This design comes from an exercise in tuning for small area and a short achievable clock period on the open sky130 flow, not from production work. Function was checked by simulation only, so behaviour that the tests miss may differ from the original.

==> inputs of v37 <==
==> flow/design.v <==
module Execution(
    input wire clk,
    input wire rst,  
    input wire [6:0] opcode,
    input wire [4:0] dstin,
    input wire [31:0] src1,
    input wire [31:0] src2,
    input wire [9:0] offsetlo,
    output reg [31:0] result,
    output reg [6:0] memOp,
    output reg [9:0]MemAddr,  
    input wire enable, 
    output wire Nop21     
    );
    reg Nop21_reg;
    reg doneMult;  
    reg multing;
    assign Nop21 = (doneMult==1'b1) ? 1'b0 : (opcode == 7'h02) ? 1'b1: Nop21_reg;
    reg [31:0]reg0;
    reg [31:0]reg1;
    reg [31:0]reg2;
    reg [31:0]reg3;
    reg [2:0]count;
    always @(posedge clk)begin
        if (rst==1'b1) begin  
            doneMult<=1'b0;
            multing<=1'b0;
            count<=3'd0;
            Nop21_reg<=1'b0;
            result<=32'd0;
        end else if(enable==1'b1) begin
            case(opcode)
                7'h00: result<=src1+src2;
                7'h01: result<=src1-src2;
                7'h02: begin  
                    if (multing==1'b0) begin
                        reg0<=src1*src2;
                        multing<=1'b1;
                        Nop21_reg<=1'b1;
                        count<=3'd0;
                    end else if (count==3'd4)begin
                        doneMult<=1'b1;
                        multing<=1'b0;
                        Nop21_reg<=1'b0;
                        count<=3'd0;
                    end else begin
                        count<=count+1;
                        reg1<=reg0;
                        reg2<=reg1;
                        reg3<=reg2;
                        result<=reg3;
                    end
                end
                7'h10: begin  
                    result<=src1;
                    MemAddr<=offsetlo+dstin;
                    memOp<=7'h10;
                end
                7'h11: begin  
                    result<=src1;
                    MemAddr<=offsetlo+dstin;
                    memOp<=7'h11;
                end
                7'h12: begin  
                    result<=src1;
                    MemAddr<=offsetlo+dstin;
                    memOp<=7'h12;
                end
                7'h13: begin  
                    result<=src1;
                    MemAddr<=offsetlo+dstin;
                    memOp<=7'h13;
                end
                7'h3F: ;
                default: result<=32'hFFFFFFFF;
            endcase
        end
    end
endmodule
==> flow/run.sh <==
#!/bin/bash
# synth_recipe.tcl (not shown) runs the flow's synth.tcl, then flattens the netlist and writes it again
# the make line also repeats each setting of config.mk as NAME=value (left out here)
make -C /OpenROAD-flow-scripts/flow DESIGN_CONFIG=/design/flow/config.mk WORK_HOME=/design/flow/orfs CLKGATE_MAP_FILE= SYNTH_SCRIPT=/design/flow/synth_recipe.tcl finish
==> flow/config.mk <==
export PLATFORM = sky130hd
export DESIGN_NAME = Execution
export DESIGN_NICKNAME = Execution
export VERILOG_FILES = /design/flow/design.v
export SDC_FILE = /design/flow/constraint.sdc
export NUM_CORES = 4
export LEC_CHECK = 0
export CAP_MARGIN = 20
export CORE_MARGIN = 2
export CORE_UTILIZATION = 40
export SLEW_MARGIN = 20
==> flow/constraint.sdc <==
create_clock -name core_clock -period 9.0 [get_ports {clk}]
set_input_delay 1.8000 -clock core_clock [delete_from_list [all_inputs] [get_ports {clk}]]
set_output_delay 1.8000 -clock core_clock [all_outputs]
set_load 0.01 [all_outputs]
==> inputs of v9, as changes to v37 <==
==> flow/design.v, changed modules only <==
module Execution(
    input wire clk,
    input wire rst,
    input wire [6:0] opcode,
    input wire [4:0] dstin,
    input wire [31:0] src1,
    input wire [31:0] src2,
    input wire [9:0] offsetlo,
    output reg [31:0] result,
    output wire [6:0] memOp,
    output reg [9:0] MemAddr,
    input wire enable,
    output wire Nop21
    );
    reg doneMult;
    reg [2:0] phase;    
    reg [31:0] ma;      
    reg [31:0] mb;      
    reg [1:0] mop;      
    wire multing = (phase != 3'd0);
    wire isMul = (opcode == 7'h02);
    assign Nop21 = ~doneMult & (isMul | multing);
    assign memOp = {5'b00100, mop};
    wire isLS = (opcode[6:2] == 5'b00100);
    wire [31:0] mac = result + ma * mb[7:0];
    always @(posedge clk) begin
        if (rst) begin
            doneMult <= 1'b0;
            phase <= 3'd0;
            result <= 32'd0;
        end else if (enable) begin
            case (opcode)
                7'h00: result <= src1 + src2;
                7'h01: result <= src1 - src2;
                7'h02: begin
                    if (phase == 3'd0) begin
                        result <= 32'd0;
                        phase <= 3'd1;
                    end else if (phase == 3'd5) begin
                        doneMult <= 1'b1;
                        phase <= 3'd0;
                    end else begin
                        result <= mac;
                        phase <= phase + 3'd1;
                    end
                end
                7'h10, 7'h11, 7'h12, 7'h13: result <= src1;
                7'h3F: ;
                default: result <= 32'hFFFFFFFF;
            endcase
        end
    end
    always @(posedge clk) begin
        if (enable & isMul) begin
            if (phase == 3'd0) begin
                ma <= src1;
                mb <= src2;
            end else begin
                ma <= {ma[23:0], 8'd0};
                mb <= {8'd0, mb[31:8]};
            end
        end
    end
    always @(posedge clk) begin
        if (~rst & enable & isLS) begin
            MemAddr <= offsetlo + {5'd0, dstin};
            mop <= opcode[1:0];
        end
    end
endmodule
==> comparison <==
Core utilization: v37 is higher than v9 (0.53 points). Between v9 and v37, the lower global-route usage is in v9 (gap 0.84 points). In v9 the register-to-register slack is lower than in v37, by 3.3 ns. Of v37 and v9, v37 has the higher non-clock buffer count (gap 160). Of v37 and v9, v9 has the higher maximum frequency (gap 28%, measured against v9). Cell area: v9 is smaller than v37 (about 40%). Against v9, the cell count of v37 is larger by 56%.
==> figures <==
Status: v9 no timing/DRC/antenna violations; v37 no timing/DRC/antenna violations
Weighted congestion at the end of routability-driven global placement: v9 0.893; v37 0.927
Non-CTS inverters: v9 268; v37 420
Wirelength, routed: v9 42.7 mm; v37 72.1 mm
Syn Area/Cell: v9 9.07 um^2; v37 9.80 um^2
Adder-cell area share of the yosys netlist: v9 31.7%; v37 42.3%
Multi-input logic cell count: v9 1210; v37 1743
Summed area of non-filler cells in the final layout: v9 17100 um^2; v37 28300 um^2
Overall global routing resource usage: v9 22.7%; v37 23.6%
Layout cells sized above 1: v9 5.47%; v37 8.62%
Initial core utilization: v9 40.8%; v37 40.3%
Cells after Synth: v9 1649; v37 2474
Clock tree cell share of total cell area: v9 1.69%; v37 2.04%
Instance area after placement: v9 16800 um^2; v37 27700 um^2
Sinks on Clock Net: v9 112; v37 178
Vias after detailed routing: v9 12.1k; v37 18.1k

re-timing with driven ports:
The results above use ideal ports. As a check the final layouts listed here were re-extracted and re-timed, cells and wires unchanged.
Step 1 (the two cells are an assumption about what drives the block):
set clk [get_ports {clk}]
set_driving_cell -lib_cell sky130_fd_sc_hd__clkbuf_16 $clk
set_driving_cell -lib_cell sky130_fd_sc_hd__buf_2 [delete_from_list [all_inputs] $clk]
Step 2 moves the port delays by t, midway between the first and last clock arrival at a register: inputs arrive t later, outputs are due t later. That takes back most of the time a late clock gives input paths.
Slacks: ideal / step 1 / step 2; pairs: ideal / step 1.
run	t (ns)	setup WS [ns]	worst setup path after step 2	slew at the worst register clock pin (ns)
v37	0.479	0.346 / 0.371 / -0.109	input to register	0.07 / 0.07
v9	0.409	2.746 / 2.771 / 2.362	input to register	0.08 / 0.08
Met with ideal ports but missed after step 2: setup timing in v37. For v37, which loses most, drivers alone change the setup slack by +0.025 ns; drivers and shift together by -0.455 ns.
